Context: an optimization exercise on an open-source flow, tuned for small area. The choices shown serve that exercise and are no tape-out recipe.
RTL that was checked went through simulation tests only; none was proved equivalent to the original.
Power is estimated from default activity; no workload was simulated.

== job 101 ==
Design lab3, start of the top module:
module lab3
(
    input       CLOCK_50,
    input       rst_n,
    input       IRDA_RXD,
    output      LCD_RS,
    output      LCD_RW,
    output      LCD_EN,
    output      [7:0]LCD_DATA,    
    output      LCD_ON,
    output      LCD_BLON,
    output      [7:0]LEDG,
    output      [6:0]HEX0,
    output      [6:0]HEX1,
    output      [6:0]HEX2,
    output      [6:0]HEX3,
    output      [6:0]HEX4,
    output      [6:0]HEX5,
    output      [6:0]HEX6,
    output      [6:0]HEX7,
    output      [3:0]KEY
);
For scale: about 150 flip-flops, about 84 I/O pins.
==> module ir_leader_check, before the edit <==
module ir_leader_check
(
    input       CLOCK_50,
    input       rst_n,
    input       IRDA_RXD,
    output reg  ldr_O,
    output      vs0_O,
    output reg  vs1_O
);
wire    pos, neg;
ir_edge ir_edge_inst_I
(
    .CLOCK_50(CLOCK_50),
    .rst_n(rst_n),
    .IRDA_RXD(IRDA_RXD),
    .ir_pos_O(pos),
    .ir_neg_O(neg)
);
wire    [5:0]on50, op50;
wire    [4:0]on500, op500;
us_50_cnt cnt_n
(
    .CLOCK_50(CLOCK_50),
    .rst_n(rst_n),
    .clr(neg),
    .o50_O(on50),
    .o500_O(on500)
);
us_50_cnt cnt_p
(
    .CLOCK_50(CLOCK_50),
    .rst_n(rst_n),
    .clr(neg | pos),
    .o50_O(op50),
    .o500_O(op500)
);
wire    [6:0]s50  = {1'b0, on50} - {1'b0, op50};
reg     r50, r500, p0, p1, p500;
always @(*)begin
    case(s50)        
        7'd8, 7'd9, 7'd10, 7'd11, 7'd12, 7'd13, 7'd14,
        7'd114, 7'd115, 7'd116, 7'd117, 7'd118, 7'd119, 7'd120: r50 = 1'b1;
        default: r50 = 1'b0;
    endcase
    case({op500[3], op500[0], on500})
        7'h17, 7'h18, 7'h19,             
        7'h38, 7'h39, 7'h3a,             
        7'h59, 7'h5a, 7'h5b,             
        7'h7a, 7'h7b, 7'h7c: r500 = 1'b1;    
        default: r500 = 1'b0;
    endcase
    case(op50)
        6'd8, 6'd9, 6'd10, 6'd11, 6'd12, 6'd13, 6'd14: p0 = 1'b1;
        default: p0 = 1'b0;
    endcase
    case(op50)
        6'd30, 6'd31, 6'd32, 6'd33, 6'd34, 6'd35, 6'd36: p1 = 1'b1;
        default: p1 = 1'b0;
    endcase
    case(op500)
        5'd7, 5'd8, 5'd9: p500 = 1'b1;
        default: p500 = 1'b0;
    endcase
end
reg     pr50, w0, w1, pr500, w500, vs0;
always @(posedge CLOCK_50)begin
    pr50  <= ~neg & r50;
    w0    <= pr50 & p0;
    w1    <= pr50 & p1;
    pr500 <= ~neg & r500;
    w500  <= pr500 & p500;
    vs0   <= w0 & neg;
end
assign  vs0_O = vs0;
always @(posedge CLOCK_50 or negedge rst_n)begin
    if(!rst_n)begin
        ldr_O <= 1'b0;
        vs1_O <= 1'b0;
    end
    else begin
        ldr_O <= w500 & neg;
        vs1_O <= w1 & neg;
    end
end
endmodule
clock: 20.0 ns
lec_check: 0
cap_margin: 20
core_margin: 2
core_utilization: 40
cts_buf_list: sky130_fd_sc_hd__clkbuf_8
slew_margin: 20
standard.sh (not shown) runs the stock make flow with config.mk's settings and CLKGATE_MAP_FILE= SYNTH_SCRIPT=/design/flow/synth_recipe.tcl, a recipe that flattens the netlist after the stock synthesis.
==> flow/flow/run.sh <==
#!/bin/bash
# Own layout flow: the standard flow (standard.sh) with these changes.
#  Synthesis: ORFS's full/half-adder extraction is skipped (ADDER_MAP_FILE
#  empty) and ABC maps with an area script. Eight area scripts (flow/abc_*.script: deepsyn with fixed seeds and step
#  limits) are tried, each in its own copy of ORFS's scripts folder that differs
#  only in abc_area.script and its own ORFS work folder; the run with the
#  smallest synthesised cell area becomes the layout's synthesis.
#  Placement: port buffers are sky130_fd_sc_hd__buf_1.
#  CTS: clkbuf_8 buffers (as config.mk), without dummy loads.
# Every step is otherwise standard.sh's. Each tool run logs to its own file
# in the work folder (synth_<x>.log, layout.log).
set -euo pipefail
W=$(pwd)
VARIANTS="s1 s2 s3 d1 s4 s5 s6 d2"
synth_variant() {
  local v=$1
  rm -rf "$W/scripts_$v" "$W/orfs_$v"
  cp -rp "$FLOW_HOME/scripts" "$W/scripts_$v"
  cp "$W/flow/abc_$v.script" "$W/scripts_$v/abc_area.script"
  sed "s#$W/orfs#$W/orfs_$v#g" "$W/standard.sh" > "$W/standard_$v.sh"
  bash "$W/standard_$v.sh" SCRIPTS_DIR="$W/scripts_$v" ABC_AREA=1 ADDER_MAP_FILE= synth > "$W/synth_$v.log" 2>&1 || true
}
# two batches of four, one CPU each
for v in s1 s2 s3 d1; do synth_variant $v & done
wait
for v in s4 s5 s6 d2; do synth_variant $v & done
wait
best=""
best_area=""
for v in $VARIANTS; do
  stat="$W/orfs_$v/reports/sky130hd/lab3/base/synth_stat.txt"
  [[ -f "$stat" && -f "$W/orfs_$v/results/sky130hd/lab3/base/1_synth.odb" ]] || continue
  a=$(grep "Chip area for module" "$stat" | tail -1 | awk '{print $NF}')
  echo "variant $v: synthesised area $a" >> "$W/synth_choice.log"
  if [[ -z "$best" ]] || awk -v a="$a" -v b="$best_area" 'BEGIN{exit !(a < b)}'; then
    best=$v; best_area=$a
  fi
done
echo "chosen: $best ($best_area)" >> "$W/synth_choice.log"
rm -rf "$W/orfs"
mv "$W/orfs_$best" "$W/orfs"
for v in $VARIANTS; do rm -rf "$W/orfs_$v" "$W/scripts_$v"; done
bash standard.sh "BUFFER_PORTS_ARGS=-buffer_cell sky130_fd_sc_hd__buf_1" \
  "CTS_ARGS=-sink_clustering_enable -repair_clock_nets -buf_list sky130_fd_sc_hd__clkbuf_8 -dont_use_dummy_load" \
  finish > "$W/layout.log" 2>&1
Other scripts of this flow, unchanged in this note and not shown: flow/flow/abc_d1.script, flow/flow/abc_d2.script, flow/flow/abc_s1.script, flow/flow/abc_s2.script, flow/flow/abc_s3.script, flow/flow/abc_s4.script, flow/flow/abc_s5.script, flow/flow/abc_s6.script
> inputs changed (job 101 -> job 102)
--- a/flow/design.v
+++ b/flow/design.v
@@ -138,6 +138,7 @@
     .o500_O(op500)
 );
 wire    [6:0]s50  = {1'b0, on50} - {1'b0, op50};
+wire    [5:0]s500 = {1'b0, on500} - {1'b0, op500};
 reg     r50, r500, p0, p1, p500;
 always @(*)begin
     case(s50)        
@@ -145,11 +146,8 @@
         7'd114, 7'd115, 7'd116, 7'd117, 7'd118, 7'd119, 7'd120: r50 = 1'b1;
         default: r50 = 1'b0;
     endcase
-    case({op500[3], op500[0], on500})
-        7'h17, 7'h18, 7'h19,             
-        7'h38, 7'h39, 7'h3a,             
-        7'h59, 7'h5a, 7'h5b,             
-        7'h7a, 7'h7b, 7'h7c: r500 = 1'b1;    
+    case(s500)       
+        6'd17, 6'd18, 6'd19, 6'd45, 6'd46, 6'd47: r500 = 1'b1;
         default: r500 = 1'b0;
     endcase
     case(op50)
Findings:
- Timing-limited maximum frequency across job 102 and job 101: no real change.
- Compared with job 101, job 102 degrades worst slew margin relative to its limit.
- From job 101 to job 102 the numbers moved as follows: setup slack decreased 0.026 ns; share of synthesized area spent on multiplexers increased 0.75 points; final routed wire length divided by cell count moved down.
- Compared with job 101, in job 102 global-route wire length before repair saw a decrease; clock network latency to the later pin of the worst-skew pair roughly the same; sequential logic power has decreased; wire length now sits lower.
- The area added between synthesis and finish number comes out higher for job 101 vs job 102.
- Comparing job 102 and job 101, simple logic cell fraction of the synthesized area is lower on job 101.
Function not checked in job 102: the RTL went through the layout flow alone.

## separate check: timing with driven ports
In the flow no input, the clock included, has a driving cell. The finished layouts below were timed again as built, in two steps. Step 1 (the two cells are an assumption about what drives the block):
set clk [get_ports {CLOCK_50}]
set_driving_cell -lib_cell sky130_fd_sc_hd__clkbuf_16 $clk
set_driving_cell -lib_cell sky130_fd_sc_hd__buf_2 [delete_from_list [all_inputs] $clk]
Step 2 also shifts input and output timing later by t, the mid clock arrival at the registers, as if the neighbouring blocks saw the same clock. a / b / c = ideal / step 1 / step 2; a / b = the first two.
run | t (ns) | slack for setup (ns) | hold slack, ns | slew at the worst register clock pin (ns) | cell pins on the clock port's net
job 101 | 0.468 | 10.998 / 10.975 / 10.975 | 0.341 / 0.341 / 0.341 | 0.09 / 0.09 | 1
job 102 | 0.478 | 10.973 / 10.948 / 10.948 | 0.355 / 0.355 / 0.355 | 0.09 / 0.09 | 1
After both steps setup and hold are still met in every run listed. The setup slack of job 102, which loses most, moves by -0.025 ns with the drivers and by -0.025 ns with both steps.
